From an optimization exercise on the open Yosys and OpenROAD flow, aimed at small area; shortcuts taken in it are not production practice. Function was checked by simulation only, so behaviour that the tests miss may differ from the original. Power is estimated from default activity; no workload was simulated.

==> inputs of 09-25 <==
==> flow/design.v <==
module top(
    input  logic        clk,
    input  logic        SW,
    input  logic        BOOT,
    input  logic [63:0] seed,
    output logic        _48b,
    output logic        _45a
);
    logic [63:0] grid;
    logic [8:0]  hist;
    logic [5:0]  s;
    logic [3:0]  c;
    logic [4:0]  j;
    logic [6:0]  k;
    logic [1:0]  f;         
    logic        odd;       
    logic        pend;      
    logic        upd;       
    logic        cur;       
    logic rs, cw, ce;       
    assign rs = (s[5:3] != 3'd7);    
    assign cw = (s[2:0] != 3'd0);    
    assign ce = (s[2:0] != 3'd7);    
    logic n0, n1, n2, n3, n4, n5, n6, n7;
    assign n0 = hist[0] & cw;
    assign n1 = hist[6] & ce;
    assign n2 = hist[7];
    assign n3 = hist[8] & cw;
    assign n4 = grid[62] & ce;
    assign n5 = grid[56] & rs & cw;
    assign n6 = grid[55] & rs;
    assign n7 = grid[54] & rs & ce;
    logic a1, a0, b1, b0, d1, d0, e1, e0, g1, g0;
    assign {a1, a0} = n0 + n1 + n2;
    assign {b1, b0} = n3 + n4 + n5;
    assign {d1, d0} = n6 + n7;
    assign {e1, e0} = a0 + b0 + d0;
    assign {g1, g0} = a1 + b1 + d1;
    logic next_cell;
    assign next_cell = !g1 & (g0 ^ e1) & (e0 | grid[63]);
    logic load;             
    rst_inv u_inv(.rst_n(SW), .load(load));
    logic [63:0] grid_next;
    assign grid_next = {grid[62:0], upd ? next_cell : grid[63]};
    always_ff @(posedge clk)
        grid <= (grid_next & {64{SW}}) | (seed & {64{load}});
    always_ff @(posedge clk)
        hist <= {hist[7:0], grid[63] & upd};
    logic c_last;           
    assign c_last = (c == 4'd8);
    logic kinc;
    assign kinc = c_last & ((j == 5'd24) | ((j == 5'd23) & k[6]));
    always_ff @(posedge clk) begin
        if (!SW) begin
            s    <= 6'd0;
            c    <= 4'd14;
            j    <= 5'd23;
            k    <= 7'd127;
            f    <= 2'd0;
            odd  <= 1'b0;
            pend <= 1'b0;
            upd  <= 1'b0;
        end else begin
            s <= s + 6'd1;
            if (c_last & (j == 5'd23) & !k[6]) begin
                j <= 5'd24;
                c <= 4'd12;
            end else begin
                c <= {c[2:0], c[3] ^ c[2]};
                if (c_last)
                    j <= kinc ? 5'd0 : j + 5'd1;
            end
            if (kinc)
                k <= (k == 7'd63) ? 7'd118 : k + 7'd1;
            if (kinc & (k == 7'd63)) begin
                odd <= !odd;
                if (odd)
                    f <= (f == 2'd2) ? 2'd0 : f + 2'd1;
            end
            pend <= (kinc & (k == 7'd63) & odd) ? 1'b1 : ((s == 6'd63) ? 1'b0 : pend);
            if (s == 6'd63)
                upd <= pend;
        end
    end
    always_ff @(posedge clk) begin
        if (!SW)
            cur <= seed[63];
        else if (s == k[5:0])
            cur <= (k[6] | ((f == 2'd0) & (j[4:3] != 2'd0))) ? grid[62] : grid[63];
    end
    logic c_lo, c_mid;
    always_comb begin
        case (c)
            4'd1, 4'd2, 4'd4, 4'd9, 4'd3:           begin c_lo = 1'b1; c_mid = 1'b1; end
            4'd6, 4'd13, 4'd10, 4'd5, 4'd11:        begin c_lo = 1'b0; c_mid = 1'b1; end
            default:                                begin c_lo = 1'b0; c_mid = 1'b0; end
        endcase
    end
    logic out;
    assign out = !k[6] & (c_lo | (c_mid & cur & (j[4:3] == f)));
    assign _48b = out;
    assign _45a = !out;
endmodule
module rst_inv(
    input  logic rst_n,
    output logic load
);
    assign load = !rst_n;
endmodule
==> flow/flow/run.sh <==
#!/bin/bash
# The standard layout, with the smallest buffer on every port instead of the
# resizer's default pick.
set -euo pipefail
export BUFFER_PORTS_ARGS="-buffer_cell sky130_fd_sc_hd__buf_1"
bash standard.sh > standard_flow.log 2>&1
==> flow/standard.sh <==
#!/bin/bash
# synth_recipe.tcl (not shown) runs the flow's synth.tcl, then flattens the netlist and writes it again
# the make line also repeats each setting of config.mk as NAME=value (left out here)
make -C /OpenROAD-flow-scripts/flow DESIGN_CONFIG=/design/flow/config.mk WORK_HOME=/design/flow/orfs CLKGATE_MAP_FILE= SYNTH_SCRIPT=/design/flow/synth_recipe.tcl "${@:-finish}"
==> flow/config.mk <==
export PLATFORM = sky130hd
export DESIGN_NAME = top
export DESIGN_NICKNAME = top
export VERILOG_FILES = /design/flow/design.v
export SDC_FILE = /design/flow/constraint.sdc
export NUM_CORES = 4
export LEC_CHECK = 0
export CAP_MARGIN = 20
export CORE_MARGIN = 2
export CORE_UTILIZATION = 40
export SLEW_MARGIN = 20
export SYNTH_HIERARCHICAL = 1
export SYNTH_MINIMUM_KEEP_SIZE = 0
==> flow/constraint.sdc <==
create_clock -name core_clock -period 10.0 [get_ports {clk}]
set_input_delay 2.0000 -clock core_clock [delete_from_list [all_inputs] [get_ports {clk}]]
set_output_delay 2.0000 -clock core_clock [all_outputs]
set_load 0.01 [all_outputs]
==> 02-17: changes against 09-25 <==
==> flow/design.v, changed modules only <==
module top(
    input  logic        clk,
    input  logic        SW,
    input  logic        BOOT,
    input  logic [63:0] seed,
    output logic        _48b,
    output logic        _45a
);
    logic [63:0] grid;
    logic [8:0]  hist;
    logic [5:0]  s;
    logic [3:0]  c;
    logic [4:0]  j;
    logic [6:0]  k;
    logic [1:0]  f;         
    logic        odd;       
    logic        pend;      
    logic        upd;       
    logic        nxt;       
    logic        cur;       
    logic rn, rs, cw, ce;   
    assign rn = (s[5:3] != 3'd0);    
    assign rs = (s[5:3] != 3'd7);    
    assign cw = (s[2:0] != 3'd0);    
    assign ce = (s[2:0] != 3'd7);    
    logic [7:0] nb;
    assign nb = {hist[0] & cw, hist[6] & rn & ce, hist[7] & rn, hist[8] & rn & cw,
                 grid[62] & ce, grid[56] & rs & cw, grid[55] & rs, grid[54] & rs & ce};
    logic [3:0] cnt;
    assign cnt = nb[0] + nb[1] + nb[2] + nb[3] + nb[4] + nb[5] + nb[6] + nb[7];
    logic next_cell;
    assign next_cell = (cnt == 4'd3) | (grid[63] & (cnt == 4'd2));
    always_ff @(posedge clk) begin
        if (!SW)
            grid <= seed;
        else
            grid <= {grid[62:0], upd ? next_cell : grid[63]};
    end
    always_ff @(posedge clk)
        hist <= {hist[7:0], grid[63]};
    logic kinc;
    assign kinc = (c == 4'd14) & ((j == 5'd24) | ((j == 5'd23) & k[6]));
    always_ff @(posedge clk) begin
        if (!SW) begin
            s    <= 6'd0;
            c    <= 4'd12;
            j    <= 5'd23;
            k    <= 7'd73;
            f    <= 2'd0;
            odd  <= 1'b0;
            pend <= 1'b0;
            upd  <= 1'b0;
        end else begin
            s <= s + 6'd1;
            if (c == 4'd14) begin
                if ((j == 5'd23) & !k[6]) begin
                    j <= 5'd24;
                    c <= 4'd13;
                end else begin
                    c <= 4'd0;
                    j <= kinc ? 5'd0 : j + 5'd1;
                end
            end else
                c <= c + 4'd1;
            if (kinc)
                k <= (k == 7'd73) ? 7'd0 : k + 7'd1;
            if (kinc & (k == 7'd63)) begin
                odd <= !odd;
                if (odd)
                    f <= (f == 2'd2) ? 2'd0 : f + 2'd1;
            end
            pend <= (kinc & (k == 7'd63) & odd) ? 1'b1 : ((s == 6'd63) ? 1'b0 : pend);
            if (s == 6'd63)
                upd <= pend;
        end
    end
    always_ff @(posedge clk) begin
        if (!SW)
            nxt <= seed[63];
        else if (s == (k[5:0] | {6{k[6]}}))
            nxt <= grid[62];
    end
    always_ff @(posedge clk)
        if (kinc)
            cur <= nxt;
    logic out;
    assign out = !k[6] & ((c < 4'd5) | ((c < 4'd10) & cur & (j[4:3] == f)));
    assign _48b = out;
    assign _45a = !out;
endmodule
// module rst_inv removed
==> flow/run.sh (new file) <==
#!/bin/bash
# synth_recipe.tcl (not shown) runs the flow's synth.tcl, then flattens the netlist and writes it again
# the make line also repeats each setting of config.mk as NAME=value (left out here)
make -C /OpenROAD-flow-scripts/flow DESIGN_CONFIG=/design/flow/config.mk WORK_HOME=/design/flow/orfs CLKGATE_MAP_FILE= SYNTH_SCRIPT=/design/flow/synth_recipe.tcl finish
- SYNTH_HIERARCHICAL: 1 -> not set
- SYNTH_MINIMUM_KEEP_SIZE: 0 -> not set
removed: flow/flow/run.sh
removed: flow/standard.sh
==> 07-12: changes against 09-25 <==
==> flow/design.v, changed modules only <==
module top(
    input  logic        clk,
    input  logic        SW,
    input  logic        BOOT,
    input  logic [63:0] seed,
    output logic        _48b,
    output logic        _45a
);
    logic [63:0] grid;
    logic [8:0]  hist;
    logic [5:0]  d;         
    logic [3:0]  c;
    logic [4:0]  j;
    logic [6:0]  k;
    logic [1:0]  f;         
    logic        odd;       
    logic        pend;      
    logic        upd;       
    logic        cur;       
    logic rs, cw, ce;       
    assign rs = (d[5:3] != 3'd7);    
    assign cw = (d[2:0] != 3'd0);    
    assign ce = (d[2:0] != 3'd7);    
    logic p1, p0, q1, q0, m1, m0;
    assign {p1, p0} = hist[0] + hist[8] + (grid[56] & rs);
    assign {q1, q0} = hist[6] + grid[62] + (grid[54] & rs);
    assign {m1, m0} = hist[7] + (grid[55] & rs);
    logic e1, e0, g1, g0;
    assign {e1, e0} = (p0 & cw) + (q0 & ce) + m0;
    assign {g1, g0} = (p1 & cw) + (q1 & ce) + m1;
    logic next_cell;
    assign next_cell = !g1 & (g0 ^ e1) & (e0 | grid[63]);
    logic load;
    rst_inv u_inv(.rst_n(SW), .load(load));
    logic [63:0] gs;
    assign grid = gs ^ {32{2'b10}};
    always_ff @(posedge clk) begin
        gs[0] <= ((upd ? next_cell : grid[63]) & SW) | (seed[0] & load);
        for (int i = 1; i < 64; i++)
            if (i % 2 == 1)
                gs[i] <= !((load | gs[i-1]) & (SW | seed[i]));
            else
                gs[i] <= (!load & !gs[i-1]) | (load & seed[i]);
    end
    always_ff @(posedge clk)
        hist <= {hist[7:0], grid[63] & upd};
    logic c_last;           
    assign c_last = (c == 4'd12);
    logic kinc;             
    assign kinc = c_last & (j == 5'd23);
    logic k_end;            
    assign k_end = (k[5:0] == 6'd63);
    logic to_pixel;         
    assign to_pixel = (k[6] == k_end);
    logic frame_end;
    assign frame_end = kinc & !k[6] & k_end;
    logic d_hold;
    assign d_hold = kinc & to_pixel;
    logic d_top;            
    assign d_top = (d == 6'd63);
    always_ff @(posedge clk) begin
        if (!SW) begin
            d    <= 6'd0;
            c    <= 4'd12;
            j    <= 5'd23;
            k    <= 7'd127;
            f    <= 2'd0;
            odd  <= 1'b0;
            pend <= 1'b0;
            upd  <= 1'b0;
        end else begin
            d <= d + {5'd0, !d_hold};
            c <= d_hold ? 4'd14 : {c[2:0], c[3] ^ c[2]};
            if (c_last)
                j <= kinc ? {5{to_pixel}} : j + 5'd1;
            if (kinc)
                k <= (k == 7'd63) ? 7'd118 : k + 7'd1;
            if (frame_end) begin
                odd <= !odd;
                if (odd)
                    f <= (f == 2'd2) ? 2'd0 : f + 2'd1;
            end
            pend <= (frame_end & odd) ? 1'b1 : ((d_top & k[6]) ? 1'b0 : pend);
            if (d_top & k[6])
                upd <= pend;
        end
    end
    always_ff @(posedge clk) begin
        if (!SW)
            cur <= seed[63];
        else if (d_top)
            cur <= (k[6] | ((f == 2'd0) & (j[4] ^ j[3]))) ? grid[62] : grid[63];
    end
    logic c_lo, c_mid;
    always_comb begin
        case (c)
            4'd8, 4'd1, 4'd2, 4'd4, 4'd9:           begin c_lo = 1'b1; c_mid = 1'b1; end
            4'd3, 4'd6, 4'd13, 4'd10, 4'd5:         begin c_lo = 1'b0; c_mid = 1'b1; end
            default:                                begin c_lo = 1'b0; c_mid = 1'b0; end
        endcase
    end
    logic out;
    assign out = !k[6] & (c_lo | (c_mid & cur & (j[4:3] == f)));
    assign _48b = out;
    assign _45a = !out;
endmodule
==> flow/flow/run.sh (replaced) <==
#!/bin/bash
# The standard layout, with changes that only affect cell choice:
#  - synthesis maps with an area-oriented ABC script (abc_area.script here)
#    instead of ORFS's speed script, and leaves adders to ABC instead of
#    mapping them to full/half-adder cells first; everything else in
#    synthesis is the standard one (synth_recipe.tcl through standard.sh), so
#    registers keep their names and cell types;
#  - the port buffers are the smallest buffer instead of the resizer's pick;
#  - clock tree synthesis adds no dummy loads (the standard arguments plus
#    -dont_use_dummy_load).
# Each step's full output goes to a log file in this folder.
set -euo pipefail
here="$(pwd)"
cp -r "$FLOW_HOME/scripts" "$here/scripts_area"
cp "$here/flow/abc_area.script" "$here/scripts_area/abc_speed.script"
python3 - "$here/scripts_area/synth.tcl" <<'PY'
import sys
p = sys.argv[1]
s = open(p).read()
key = "# Technology mapping of adders\nif {"
assert s.count(key) == 1
open(p, "w").write(s.replace(key, "# Technology mapping of adders (skipped)\nif { 0 &&"))
PY
export BUFFER_PORTS_ARGS="-buffer_cell sky130_fd_sc_hd__buf_1"
export CTS_ARGS="-sink_clustering_enable -repair_clock_nets -dont_use_dummy_load"
SCRIPTS_DIR="$here/scripts_area" bash standard.sh synth > "$here/synth.log" 2>&1
bash standard.sh > "$here/layout.log" 2>&1
==> flow/flow/abc_area.script (new file) <==
&get -n
&st
&dch
&nf -a
&st
&syn2
&if -g -K 6
&synch2
&nf -a
&st
&syn2
&if -g -K 6
&synch2
&nf -a
&st
&dch
&nf -a
&put
topo
stime -c
==> qor summary <==
Clock buf count: 07-12 9; 02-17 11; 09-25 11
Fin util: 07-12 0.474; 02-17 0.500; 09-25 0.464
Vert. Die Dim: 07-12 95.3 um; 02-17 106 um; 09-25 101 um
Average wire per standard cell: 07-12 12.4 um; 02-17 12.8 um; 09-25 13.3 um
Post-synth top area share: 07-12 0.601; 02-17 0.482; 09-25 0.533
Via count: 07-12 2,638; 02-17 2,748; 09-25 2,663
Tcrit/Tclk final: 07-12 0.359; 02-17 0.425; 09-25 0.390
Worst min-delay path endpoint: 07-12 hist[2]$_DFF_P_; 02-17 hist[6]$_DFF_P_; 09-25 hist[2]$_DFF_P_
Number of cells on the critical path: 07-12 6; 02-17 12; 09-25 5
Met3 wire length: 07-12 484 um; 02-17 567 um; 09-25 427 um
Sequential share of the synthesized area: 07-12 0.610; 02-17 0.496; 09-25 0.541
Reported combinational group power: 07-12 0.000198 W; 02-17 0.000221 W; 09-25 0.0000743 W
Clock input transition at the sequential cells of the worst setup and hold paths: 07-12 0.08 ns; 02-17 0.09 ns; 09-25 0.10 ns
Run status: 07-12 complete, no violations; 02-17 complete, no violations; 09-25 complete, no violations
Reg2reg start: 07-12 c[2]$_SDFF_PP1_; 02-17 s[0]$_SDFF_PN0_; 09-25 s[0]$_SDFF_PN0_
Post-place instance area: 07-12 3730 um2; 02-17 4890 um2; 09-25 4060 um2
# rows: 07-12 33; 02-17 37; 09-25 35
Total iterations of the first detailed-routing run: 07-12 4; 02-17 5; 09-25 4
Combinational share of power: 07-12 0.218; 02-17 0.221; 09-25 0.094

static timing again, ports no longer ideal:
No port has a modelled driver above. Below, the same layouts with a new extraction and two added sets of constraints.
Step 1 (the two cells are an assumption about what drives the block):
set clk [get_ports {clk}]
set_driving_cell -lib_cell sky130_fd_sc_hd__clkbuf_16 $clk
set_driving_cell -lib_cell sky130_fd_sc_hd__buf_2 [delete_from_list [all_inputs] $clk]
Step 2 also shifts input and output timing later by t, the mid clock arrival at the registers, as if the neighbouring blocks saw the same clock.
Three values: ideal ports, drivers, drivers and shift; two values: the first two.
| run | t (ns) | setup slack, ns | hold WS [ns] | worst setup path at the end | worst data-port slew with drivers (ns) |
|---|---|---|---|---|---|
| 09-25 | 0.377 | 6.101 / 6.070 / 6.013 | 0.332 / 0.332 / 0.332 | input to register | 0.05 |
| 02-17 | 0.385 | 5.746 / 5.746 / 5.746 | 0.334 / 0.334 / 0.334 | register to register | 0.05 |
| 07-12 | 0.382 | 6.406 / 6.376 / 6.306 | 0.332 / 0.332 / 0.332 | input to register | 0.05 |
After both steps every run listed still meets setup and hold. For 07-12, which loses most, drivers alone change the setup slack by -0.030 ns; drivers and shift together by -0.100 ns.
